Source: an optimization exercise on an open RTL-to-GDS flow (aim: small area). Production flows keep margins and buffers that such runs may drop. In this exercise RTL edits were held to simulation tests only and were not proved equivalent to the original. No driver is modelled on the clock port, so clocking that relies on it looks cheaper here than on a real chip. Power and IR drop assume default switching activity.

==> flow/design.v <==
module freq_meter_top (
    input  wire        clk,         
    input  wire        rst_n,       
    input  wire        sig_in,      
    input  wire        sig_ref,     
    output wire [15:0] freq_cnt,    
    output wire [15:0] ref_cnt,     
    output wire [15:0] high_cnt,    
    output wire [15:0] low_cnt,     
    output wire [15:0] phase_cnt    
    );
    localparam W = 15, TAP = 6;
    localparam [W-1:0] START = 15'd19488, TC_VAL = 15'd9744, TC_MASK = 15'd30717;
    localparam [15:0] WIN = 16'd50000;   
    reg [W-1:0] lf;
    reg ph;                              
    reg gate, win;
    wire tc = ((lf ^ TC_VAL) & TC_MASK) == {W{1'b0}};
    always @(posedge clk or negedge rst_n) begin
        if (!rst_n) begin
            lf <= START;
            ph <= 1'b0;
            gate <= 1'b0;
            win <= 1'b0;
        end else begin
            lf <= {lf[W-2:0], ~(lf[W-1] ^ lf[TAP]) ^ tc};
            ph <= ~ph;
            gate <= gate ^ tc;
            win <= win ^ (tc & gate);
        end
    end
    reg s0, s1, t0, t1;
    always @(posedge clk or negedge rst_n) begin
        if (!rst_n) begin
            s0 <= 1'b0; s1 <= 1'b0; t0 <= 1'b0; t1 <= 1'b0;
        end else begin
            s0 <= sig_in; s1 <= s0; t0 <= sig_ref; t1 <= t0;
        end
    end
    wire s_rise = s0 & ~s1;
    wire r_rise = t0 & ~t1;
    localparam [4:0] N_START = 5'b01100;
    reg rg, fcap, fhold;
    reg [4:0] n;
    reg [15:0] fcnt, rcnt, fbuf, rbuf;
    wire fall = ~rg & (n[4:1] == N_START[4:1]);   
    wire fclr = ~rg & n[4] & n[3] & n[1];        
    always @(posedge clk or negedge rst_n) begin
        if (!rst_n) begin
            rg <= 1'b0;
            n <= 5'b11111;
            fcap <= 1'b0;
            fhold <= 1'b1;
            fbuf <= 16'd0;
            rbuf <= 16'd0;
        end else begin
            if (s_rise) rg <= gate;
            n <= rg ? N_START : {n[3:0], ~(n[4] ^ n[2]) | (&n[3:0])};
            fcap <= fall;
            fhold <= ~fall;
            fbuf <= ({16{fcap}} & fcnt) | ({16{fhold}} & fbuf);
            rbuf <= ({16{fcap}} & rcnt) | ({16{fhold}} & rbuf);
        end
    end
    always @(posedge clk) begin
        fcnt <= (fcnt & {16{~fclr}}) + (rg & s_rise);
        rcnt <= (rcnt & {16{~fclr}}) + (rg & ~ph);
    end
    reg w0, dcap, dhold, valid, flag;
    reg [15:0] hcnt, pcnt, hbuf, pbuf;
    always @(posedge clk or negedge rst_n) begin
        if (!rst_n) begin
            w0 <= 1'b0;
            dcap <= 1'b0;
            dhold <= 1'b1;
            valid <= 1'b0;
            flag <= 1'b0;
            hbuf <= 16'd0;
            pbuf <= 16'd0;
        end else begin
            w0 <= win;
            dcap <= w0 & ~win;
            dhold <= ~(w0 & ~win);
            if (dcap) valid <= 1'b1;
            if (s_rise) flag <= 1'b1;
            else if (r_rise) flag <= 1'b0;
            hbuf <= ({16{dcap}} & hcnt) | ({16{dhold}} & hbuf);
            pbuf <= ({16{dcap}} & pcnt) | ({16{dhold}} & pbuf);
        end
    end
    always @(posedge clk) begin
        hcnt <= (hcnt & {16{w0 | win}}) + (win & s1);
        pcnt <= (pcnt & {16{w0 | win}}) + (win & flag);
    end
    assign freq_cnt  = fbuf;
    assign ref_cnt   = rbuf;
    assign high_cnt  = hbuf;
    assign low_cnt   = valid ? WIN - hbuf : 16'd0;
    assign phase_cnt = pbuf;
endmodule
==> flow/flow/run.sh <==
#!/bin/bash
# The standard layout (standard.sh) with these changes:
#  - synthesis maps the logic with an area-oriented ABC script (synth.tcl,
#    area.abc) and without ORFS's adder cells; registers are unchanged;
#  - the port buffers are the smallest buffer cell;
#  - clock tree synthesis uses clkbuf_4 leaf buffers under a clkbuf_8 root,
#    without dummy loads; post_cts.tcl then upsizes to clkbuf_8 each leaf
#    buffer whose flip-flops would see a slow clock edge.
# The make output goes to standard.log here; ORFS's own per-step logs are
# under orfs/logs/.
set -euo pipefail
F="$(pwd)/flow"
export AREA_ABC_SCRIPT="$F/area.abc"
export BUFFER_PORTS_ARGS="-buffer_cell sky130_fd_sc_hd__buf_1"
export CTS_ARGS="-sink_clustering_enable -repair_clock_nets -dont_use_dummy_load -buf_list sky130_fd_sc_hd__clkbuf_4 -root_buf sky130_fd_sc_hd__clkbuf_8"
export POST_CTS_TCL="$F/post_cts.tcl"
bash standard.sh SYNTH_SCRIPT="$F/synth.tcl" ADDER_MAP_FILE= finish > standard.log 2>&1
==> flow/flow/area.abc <==
strash
&get -n
&st
&syn2
&dch -f
&nf -R 1000
&st
&syn2
&dch -f
&nf -R 1000
&st
&syn2
&dch -f
&nf -R 1000
&put
==> flow/flow/post_cts.tcl <==
# Upsize the clock tree's leaf buffers (clkbuf_4) whose flip-flops would see
# a slow clock edge, then legalise the placement again.
estimate_parasitics -placement
set upsized 0
foreach inst [get_cells clkbuf_*] {
  if { [get_property $inst ref_name] ne "sky130_fd_sc_hd__clkbuf_4" } { continue }
  set out [get_pins -of_objects $inst -filter "direction == output"]
  set worst 0
  foreach p [get_pins -of_objects [get_nets -of_objects $out] -filter "direction == input"] {
    set v [get_property $p slew_max]
    if { $v > $worst } { set worst $v }
  }
  if { $worst > 0.095 } {
    replace_cell $inst sky130_fd_sc_hd__clkbuf_8
    incr upsized
  }
}
puts "post_cts.tcl: upsized $upsized leaf clock buffers"
if { $upsized > 0 } {
  detailed_placement
  estimate_parasitics -placement
}
==> flow/flow/synth.tcl <==
# The standard flow's synthesis script (synth_recipe.tcl), except that ABC maps the logic
# with the area-oriented script in AREA_ABC_SCRIPT instead of ORFS's speed
# script. The registers come out as in the standard synthesis.
proc synth {args} { yosys synth -nofsm -noshare {*}$args }
proc abc {args} {
  set i [lsearch -exact $args -script]
  if { $i >= 0 } { lset args [expr { $i + 1 }] $::env(AREA_ABC_SCRIPT) }
  yosys abc {*}$args
}
source $::env(SCRIPTS_DIR)/synth.tcl
# left out here: clear keep_hierarchy, flatten, clean up, hide names made inside functions, write 1_2_yosys.v
==> flow/standard.sh <==
#!/bin/bash
# synth_recipe.tcl (not shown) runs the flow's synth.tcl, then flattens the netlist and writes it again
# the make line also repeats each setting of config.mk as NAME=value (left out here)
make -C /OpenROAD-flow-scripts/flow DESIGN_CONFIG=/design/flow/config.mk WORK_HOME=/design/flow/orfs CLKGATE_MAP_FILE= SYNTH_SCRIPT=/design/flow/synth_recipe.tcl "${@:-finish}"
==> flow/config.mk <==
export PLATFORM = sky130hd
export DESIGN_NAME = freq_meter_top
export DESIGN_NICKNAME = freq_meter_top
export VERILOG_FILES = /design/flow/design.v
export SDC_FILE = /design/flow/constraint.sdc
export NUM_CORES = 4
export LEC_CHECK = 0
export CAP_MARGIN = 20
export CORE_MARGIN = 2
export CORE_UTILIZATION = 60
export PLACE_DENSITY = 0.7
export SLEW_MARGIN = 20
==> flow/constraint.sdc <==
create_clock -name core_clock -period 5.0 [get_ports {clk}]
set_input_delay 1.0000 -clock core_clock [delete_from_list [all_inputs] [get_ports {clk}]]
set_output_delay 1.0000 -clock core_clock [all_outputs]
set_load 0.01 [all_outputs]
==> flow_summary.yaml, run 1 <==
grt:
  gr-total-overflow: 0
  grt_max_degree: 63
  grt_pass1_vias: 3803
  antenna_found_initial: 0
  met2_usage_pct: 35.4
  grtUsageMet3_pct: 5.80
  top_usage_layer: "met2"
  grt_use_total_pct: 22.1
  grt_first_pass_wirelength_mm: 17.8
  use_met1_pct: 29.3
timing:
  clock.fmax_mhz: 210
  hold_viol_final: 0
  finalCritPeriodShare_pct: 95.2
  rsz0062_at_grt: "false"
  worst-slew-pin-transition_ns: 0.820
  skew_ns: 0.0308
  max-slew-margin-rel_pct: 45.4
  fin_ws_ns: 0.241
  final_max_slew_viol_count: 0
  setup_viol: 0
  setup_tns_ns: 0
  period_needed_ns: 4.76
clocking:
  cts_tree: "yes"
  clk_pin_slew_ns: 0.09
  clk_latency_ns: 0.42
  cts.sinks: 163
final_layout:
  fin_cells: 707
  regArea_um2: 3770
  drive_above_1_share_pct: 5.71
  antenna_cells: 0
  final_util_pct: 69.1
  area_delta_synth_final_pct: 12.0
  nets: 584
  multi_input_area_um2: 1910
  n_fill_cell: 723
placement:
  port_buffers: 83
  place_congestion: 0.763
  place_inst: 690
  dp_hpwl_mm: 6.75
  post-place-ws_ns: 0.704
detailed_routing:
  drtPass1Iterations: 5
  final_antenna_net_count: 0
  drc: 0
  dr_total_vias: 4050
  wl_mm: 10.5
  viasPerCell: 5.73
  drt_iter0_markers: 118
  wl_per_cell_um: 14.8
setup_path:
  reg2reg_depth: 11
  cp-end-kind: "output pin"
  arrival_ns: 3.76
  cp.required_ns: 4.00
  critPathMaxFanout: 7
  critPathKind: "register to output pin"
  start_kind: "register"
status:
  status: "no timing/DRC/antenna violations"
power:
  worst_ir_drop_vdd_uv: 204
  power_density_nw_per_um2: 305
  power_leakage_nw: 2.71
logic_synthesis:
  yosysTopAreaCellShare_pct: 38.6
  ys_ff_latch: 163
  synth_flop_cell: "dfrtp_1"
  yosys_warnings: 1
  synth.largest_area_cell: "dfrtp_1"
  synth_seq_area_share_pct: 66.2
  synth_fp_nets: 480
  synth_most_common_cell: "dfrtp_1"
  synth.distinct_cells: 33
  syn_inst: 476
  async_flop_share_pct: 60.7
  synth_edf_count: 0
  syn_area_per_cell_um2: 12.0
  synth.cell_area_um2: 5700
  synthTopCellsByCount: "88 x dfrtp_1, 64 x a22o_1, 64 x dfxtp_1, 49 x a21oi_1, 32 x nor2_1"
  synthTopCellsByArea: "dfrtp_1 39%, dfxtp_1 22%, a22o_1 9.8%"
floorplan:
  core-area_um2: 9240
  num_rows: 35
  dieArea_um2: 10300
  die_x_um: 101
  die_h_um: 101
  start_util_pct: 61.7
  num_io_pins: 84
job:
  drv_cap: 0
min_path:
  whs_path_depth: 0
  hold_path_class: "register to register"
[where the power goes]
group	internal, mW	switching (mW)
clock	0.243	0.371
combinational	0.00240	0.0156
sequential	1.31	0.00183
[through the flow]
step | area (um2) | total power, mW | hold WS (ns)
finish | 6390 | 1.95 | 0.340
global route | 6390 | 2.03 | 0.353
detailed placement | 6190 | 1.36 | 0.339
global placement | 6190 | 1.36 | 0.336
floorplan | 5700 | 1.34 | 0.331
[registers in the layout (all words and copies together), names as in the netlist, 5 cells and up]
signal  flops
n           5
rcnt       16
hbuf       16
lf         15
hcnt       16
rbuf       16
pbuf       16
pcnt       16
fcnt       16
fbuf       16
[placed cells by master, fill, tap and decap left out, drive strengths merged, types with 17 or more instances in the layout]
| cell type | instances |
|---|---|
| dfrtp | 88 |
| buf | 84 |
| a22o | 64 |
| dfxtp | 64 |
| a21oi | 49 |
| nor2 | 32 |
| and3 | 24 |
| nand2 | 22 |
| o21ai | 21 |
| clkbuf | 18 |
| nor3 | 17 |
[critical path: stages, from the launching register on]
cell	delay, ns
dfrtp_1	0.46
or3_1	0.40
or2_0	0.26
and2_0	0.20
or2_0	0.28
a21o_1	0.25
and3_1	0.22
or3_1	0.36
or3_1	0.36
or2_0	0.22
a21boi_0	0.16
buf_1	0.17
[final timing paths]
kind | start | to | slack [ns]
max | hbuf[0] | low_cnt[14] | 0.24
min reg2reg | s0 | s1 | 0.34
min | s0 | s1 | 0.34
min in group asynchronous | rst_n | valid | 0.69
max reg2reg | rg | rcnt[15] | 1.83
max in group asynchronous | rst_n | fbuf[9] | 3.30
[cells by family after synthesis]
logic type | count (synthesis) | synth area share [%]
AOI/OAI and AO/OA | 159 | 19.2
xor gates and xnor gates | 10 | 1.54
buffers and inverters | 4 | 0.263
DFF | 163 | 66.2
muxes | 1 | 0.197
and+or+nand+nor | 139 | 12.6
[metal layers]
metal  up-vias  share of wire [%]
li1       1968                  -
met1      1966                 47
met2       100                 47
met3        16                4.7
met4         0                1.4
met5         -                  0
[layout make-up]
type | instances | area share (%)
Inverter | 4 | 0.235
Clock buffer | 17 | 2.98
Tap cell | 129 | 2.53
Multi-Input combinational cell | 309 | 30.0
Timing Repair Buffer | 85 | 5.17
Sequential cell | 163 | 59.1
==> inputs of run 2 (changes only) <==
--- a/flow/flow/post_cts.tcl
+++ b/flow/flow/post_cts.tcl
@@ -12,3 +12,3 @@
   }
-  if { $worst > 0.095 } {
+  if { $worst > 0.105 } {
     replace_cell $inst sky130_fd_sc_hd__clkbuf_8
==> run 2 against run 1 <==
Effect of this change: routed wire length down 0.21%; sequential power hardly changed; cell count is the same; synthesized cell count unchanged; sequential share of layout area grew 0.17 points; register-to-register slack about the same; first-iteration DRC count rose by 36%; sequential cell count unchanged; global-route usage decreased by 0.089 points; worst hold slack about the same; via count is 0.47% lower; critical endpoint unchanged; largest power group unchanged; highest routed layer unchanged.
==> flow_summary.yaml, run 2 <==
status:
  status: "no timing/DRC/antenna violations"
logic_synthesis:
  synth_seq_area_share_pct: 66.2
  synth_most_common_cell: "dfrtp_1"
  yosys_warnings: 1
  synthTopCellsByArea: "dfrtp_1 39%, dfxtp_1 22%, a22o_1 9.8%"
  synth.cell_area_um2: 5700
  synth_edf_count: 0
  yosysTopAreaCellShare_pct: 38.6
  async_flop_share_pct: 60.7
  synth_fp_nets: 480
  syn_inst: 476
  synth_flop_cell: "dfrtp_1"
  ys_ff_latch: 163
  synth.distinct_cells: 33
  syn_area_per_cell_um2: 12.0
  synth.largest_area_cell: "dfrtp_1"
  synthTopCellsByCount: "88 x dfrtp_1, 64 x a22o_1, 64 x dfxtp_1, 49 x a21oi_1, 32 x nor2_1"
clocking:
  cts.sinks: 163
  clk_latency_ns: 0.42
  clk_pin_slew_ns: 0.09
  cts_tree: "yes"
final_layout:
  final_util_pct: 68.9
  fin_area_um2: 6370
  nets: 584
  mostFrequentLayoutCell: "dfrtp_1"
  drive_above_1_share_pct: 5.71
  final_cell_mix: "86 x dfrtp_1, 82 x buf_1, 64 x a22o_1, 64 x dfxtp_1, 49 x a21oi_1"
  n_fill_cell: 726
  antenna_cells: 0
  area_delta_synth_final_pct: 11.7
placement:
  dp_hpwl_mm: 6.75
  place_congestion: 0.763
  post_dp_cell_area_um2: 6190
  port_buffers: 83
detailed_routing:
  drc: 0
  drtPass1Iterations: 4
  viasPerCell: 5.70
  final_antenna_net_count: 0
  wl_mm: 10.5
  wl_per_cell_um: 14.8
  dr_total_vias: 4031
  drt_iter0_markers: 161
timing:
  rsz0062_at_grt: "false"
  final_max_slew_viol_count: 0
  max-slew-margin-rel_pct: 45.1
  setup_tns_ns: 0
  finalCritPeriodShare_pct: 95.0
  skew_ns: 0.0317
  worst-slew-pin-transition_ns: 0.823
  clock.fmax_mhz: 211
  period_needed_ns: 4.75
  hold_viol_final: 0
  setup_viol: 0
grt:
  gr-total-overflow: 0
  grt_pass1_vias: 3797
  grt_first_pass_wirelength_mm: 17.7
  grt_use_total_pct: 22.1
  antenna_found_initial: 0
  grt_max_degree: 63
min_path:
  hold_path_class: "register to register"
  whs_path_depth: 0
power:
  clockPowerShare_pct: 30.5
  power_leakage_nw: 2.70
  power_frac_comb_pct: 0.9
  intPower_mw: 1.53
  switching_share_pct: 20.1
  pwr-share-seq_pct: 68.5
  power_density_nw_per_um2: 301
  net-switching-power_uw: 385
  worst_ir_drop_vdd_uv: 198
setup_path:
  reg2reg_depth: 11
  critPathMaxFanout: 7
  critPathKind: "register to output pin"
  cp.required_ns: 4.00
  start_kind: "register"
  arrival_ns: 3.75
  cp-end-kind: "output pin"
floorplan:
  num_io_pins: 84
  die_x_um: 101
  dieArea_um2: 10300
  start_util_pct: 61.7
  core-area_um2: 9240
  die_h_um: 101
  num_rows: 35
job:
  drv_cap: 0
==> run 2: final timing paths <==
| path | startpoint | to | slack, ns |
|---|---|---|---|
| min in group asynchronous | rst_n | valid | 0.70 |
| setup reg to reg | rg | rcnt[15] | 1.83 |
| setup / recovery | hbuf[0] | low_cnt[14] | 0.25 |
| max in group asynchronous | rst_n | hbuf[13] | 3.30 |
| hold / removal | s0 | s1 | 0.34 |
| hold reg to reg | s0 | s1 | 0.34 |
==> run 2: layout make-up <==
type / instances / area [um2] / share of cell area (%)
sequential: 163 / 3770 / 59.3
multi-input combinational: 309 / 1910 / 30.1
timing repair buffer: 85 / 330 / 5.19
clock buffer: 17 / 171 / 2.69
tap: 129 / 161 / 2.53
inverter: 4 / 15.0 / 0.236
==> run 2: stage by stage <==
step	instances	power, mW	hold slack [ns]	setup WS, ns
after floorplan	476	1.34	0.331	0.907
after global placement	690	1.36	0.336	0.811
after detailed placement	690	1.36	0.339	0.704
after global routing	707	2.00	0.353	0.0402
final	707	1.92	0.340	0.252
==> run 2: metal layers <==
layer	track usage [%]	wire length, um	vias up	part of all wire [%]
li1	-	-	1966	-
met1	29.3	4880	1945	47
met2	35.3	4930	107	47
met3	5.59	521	13	5.0
met4	8.63	130	0	1.2
met5	0	0	-	0
==> run 2: worst max-delay path: stages (launching register included) <==
cell	delay, ns
dfrtp_1	0.46
or3_1	0.40
or2_0	0.26
and2_0	0.20
or2_0	0.28
a21o_1	0.25
and3_1	0.22
or3_1	0.36
or3_1	0.36
or2_0	0.22
a21boi_0	0.16
buf_1	0.17
==> run 2: cells by family (layout without fill, tap and decap cells) <==
group                  Yosys count  after routing  share of synthesized area [%]
XOR/XNOR                        10             10                           1.54
multiplexers                     1              1                          0.197
AND/OR/NAND/NOR                139            139                           12.6
flip-flops                     163            163                           66.2
buffers and inverters            4            106                          0.263
AO/OA/AOI/OAI                  159            159                           19.2
==> run 2: power groups by stage <==
stage	clock, mW	sequential (mW)	combinational [mW]
final	0.585	1.31	0.0181
after global placement	0	1.34	0.0189
after global routing	0.664	1.31	0.0222
after detailed placement	0	1.34	0.0196
after floorplan	0	1.34	0.00165
==> inputs of run 3 (changes only) <==
--- a/flow/config.mk
+++ b/flow/config.mk
@@ -9,4 +9,4 @@
 export CORE_MARGIN = 2
-export CORE_UTILIZATION = 60
-export PLACE_DENSITY = 0.7
+export CORE_UTILIZATION = 70
+export PLACE_DENSITY = 0.8
 export SLEW_MARGIN = 20
==> run 3 against run 2 <==
Effect of this change: still clean; final area shrank 0.61%; non-clock buffer count rose by 1; fmax is 1.2% higher; first-iteration DRC count rose by 24%; global-route usage grew 4.5 points; critical path depth is the same; sequential power barely moved; sequential share of layout area grew 0.36 points; clock skew down 0.0058 ns; sequential cell count unchanged; largest cell class unchanged; largest power group unchanged.
==> flow_summary.yaml, run 3 <==
status:
  status: "no timing/DRC/antenna violations"
detailed_routing:
  wl_mm: 10.9
  drt_iter0_markers: 200
  drtPass1Iterations: 5
  final_antenna_net_count: 0
  dr_total_vias: 4142
  drc: 0
  wl_per_cell_um: 16.0
  viasPerCell: 6.08
floorplan:
  num_io_pins: 84
  die_h_um: 94.3
  dieArea_um2: 8880
  die_x_um: 94.3
  start_util_pct: 73.0
  num_rows: 32
  core-area_um2: 7810
setup_path:
  cp-end-kind: "output pin"
  rr_startpoint: "rg"
  critPathMaxFanout: 7
  start_kind: "register"
  cp.required_ns: 4.00
  critPathLaunch: "hbuf[0]"
  critPathKind: "register to output pin"
  reg2reg_depth: 11
  arrival_ns: 3.69
timing:
  final_max_slew_viol_count: 0
  finalCritPeriodShare_pct: 93.8
  setup_tns_ns: 0
  worst-slew-pin-transition_ns: 0.821
  skew_ns: 0.0259
  rsz0062_at_grt: "false"
  hold_viol_final: 0
  setup_viol: 0
  max-slew-margin-rel_pct: 45.3
  period_needed_ns: 4.69
  clock.fmax_mhz: 213
final_layout:
  area_delta_synth_final_pct: 11.0
  antenna_cells: 0
  final_util_pct: 81.1
  drive_above_1_share_pct: 5.87
  final_cell_mix: "86 x dfrtp_1, 82 x buf_1, 64 x a22o_1, 64 x dfxtp_1, 49 x a21oi_1"
  nets: 585
  mostFrequentLayoutCell: "dfrtp_1"
  fin_cells: 681
logic_synthesis:
  syn_area_per_cell_um2: 12.0
  synth_flop_cell: "dfrtp_1"
  ys_ff_latch: 163
  synth_most_common_cell: "dfrtp_1"
  synthTopCellsByCount: "88 x dfrtp_1, 64 x a22o_1, 64 x dfxtp_1, 49 x a21oi_1, 32 x nor2_1"
  synth.distinct_cells: 33
  yosysTopAreaCellShare_pct: 38.6
  synth_edf_count: 0
  synth.largest_area_cell: "dfrtp_1"
  yosys_warnings: 1
  synth_fp_nets: 480
  async_flop_share_pct: 60.7
  synthTopCellsByArea: "dfrtp_1 39%, dfxtp_1 22%, a22o_1 9.8%"
  syn_inst: 476
  synth_seq_area_share_pct: 66.2
  synth.cell_area_um2: 5700
min_path:
  whs_path_depth: 0
  hold_path_class: "register to register"
  hp-start: "lf[1]"
clocking:
  clk_pin_slew_ns: 0.09
  cts.sinks: 163
  clk_latency_ns: 0.41
  cts_tree: "yes"
power:
  power_density_nw_per_um2: 300
  worst_ir_drop_vdd_uv: 221
  power_leakage_nw: 2.70
grt:
  grt_first_pass_wirelength_mm: 17.9
  grt_use_total_pct: 26.6
  antenna_found_initial: 0
  grt_pass1_vias: 3779
  grt_max_degree: 62
  gr-total-overflow: 0
placement:
  place_congestion: 0.776
  dp_hpwl_mm: 7.18
  port_buffers: 83
  place_inst: 664
job:
  drv_cap: 0
## run 3: cell counts after synthesis
No cell type changed its count.
## run 3: stage by stage
step	setup WS (ns)	power, mW	hold WS [ns]	area [um2]
2_1_floorplan	0.907	1.34	0.331	5700
3_3_place_gp	0.823	1.36	0.336	6170
3_5_place_dp	0.724	1.36	0.343	6170
5_1_grt	0.0719	1.97	0.365	6330
6_report	0.309	1.90	0.366	6330
## run 3: final timing paths
path / to / slack [ns]
setup / recovery: low_cnt[14] / 0.31
hold / removal: lf[2] / 0.37
setup reg to reg: rcnt[15] / 1.79
hold reg to reg: lf[2] / 0.37
max in group asynchronous: lf[11] / 3.27
min in group asynchronous: pbuf[6] / 0.71
## run 3: cells by family after synthesis
group,after synthesis,share of synthesized area (%)
xor+xnor,10,1.54
buf+inv,4,0.263
flops,163,66.2
mux,1,0.197
simple gates,139,12.6
compound gates,159,19.2
## run 3: area by class of cell
cell class	instances	area (um2)
Multi-Input combinational cell	309	1910
Timing Repair Buffer	86	338
Fill cell	508	1480
Inverter	4	15.0
Tap cell	102	128
Sequential cell	163	3770
Clock buffer	17	159
## run 3: report_power, final
group | switching, mW | leakage [nW] | internal [mW] | total [mW]
combinational | 0.0157 | 0.801 | 0.00241 | 0.0182
clock | 0.366 | 0.0912 | 0.201 | 0.567
sequential | 0.00199 | 1.81 | 1.31 | 1.31
total | 0.384 | 2.70 | 1.52 | 1.90
## run 3: critical path, stage by stage, from the launching register on
cell,delay [ns]
dfrtp_1,0.44
or3_1,0.40
or2_0,0.25
and2_0,0.20
or2_0,0.27
a21o_1,0.24
and3_1,0.22
or3_1,0.37
or3_1,0.36
or2_0,0.21
a21boi_0,0.15
buf_1,0.17
## run 3: layer usage
layer | global-route usage (%) | vias up | wire (um) | part of all wire, %
met2 | 42.9 | 109 | 5400 | 50
li1 | - | 1982 | - | -
met5 | 0 | - | 0 | 0
met1 | 34.6 | 2040 | 4890 | 45
met4 | 9.66 | 0 | 107 | 0.98
met3 | 7.70 | 11 | 475 | 4.4

static timing again, ports no longer ideal:
The flow's constraints put no driver on any port. The routed layouts listed below were extracted and timed again, unchanged, in two steps. Step 1 (the two cells are an assumption about what drives the block):
set clk [get_ports {clk}]
set_driving_cell -lib_cell sky130_fd_sc_hd__clkbuf_16 $clk
set_driving_cell -lib_cell sky130_fd_sc_hd__buf_2 [delete_from_list [all_inputs] $clk]
Step 2 adds t to the input delays and takes it off the output delays; t is the mean of the earliest and latest rising clock arrival at the registers after step 1. Input paths then give back, and output paths get back, about the clock's delay inside the block. a / b / c = no drivers / after step 1 / after step 2; a / b = the first two.
| run | t (ns) | setup WS [ns] | worst data-port slew with drivers (ns) |
|---|---|---|---|
| run 1 | 0.438 | 0.241 / 0.207 / 0.645 | 0.03 |
| run 2 | 0.434 | 0.252 / 0.217 / 0.651 | 0.03 |
| run 3 | 0.433 | 0.309 / 0.275 / 0.709 | 0.03 |
After both steps setup and hold are still met in every run listed.
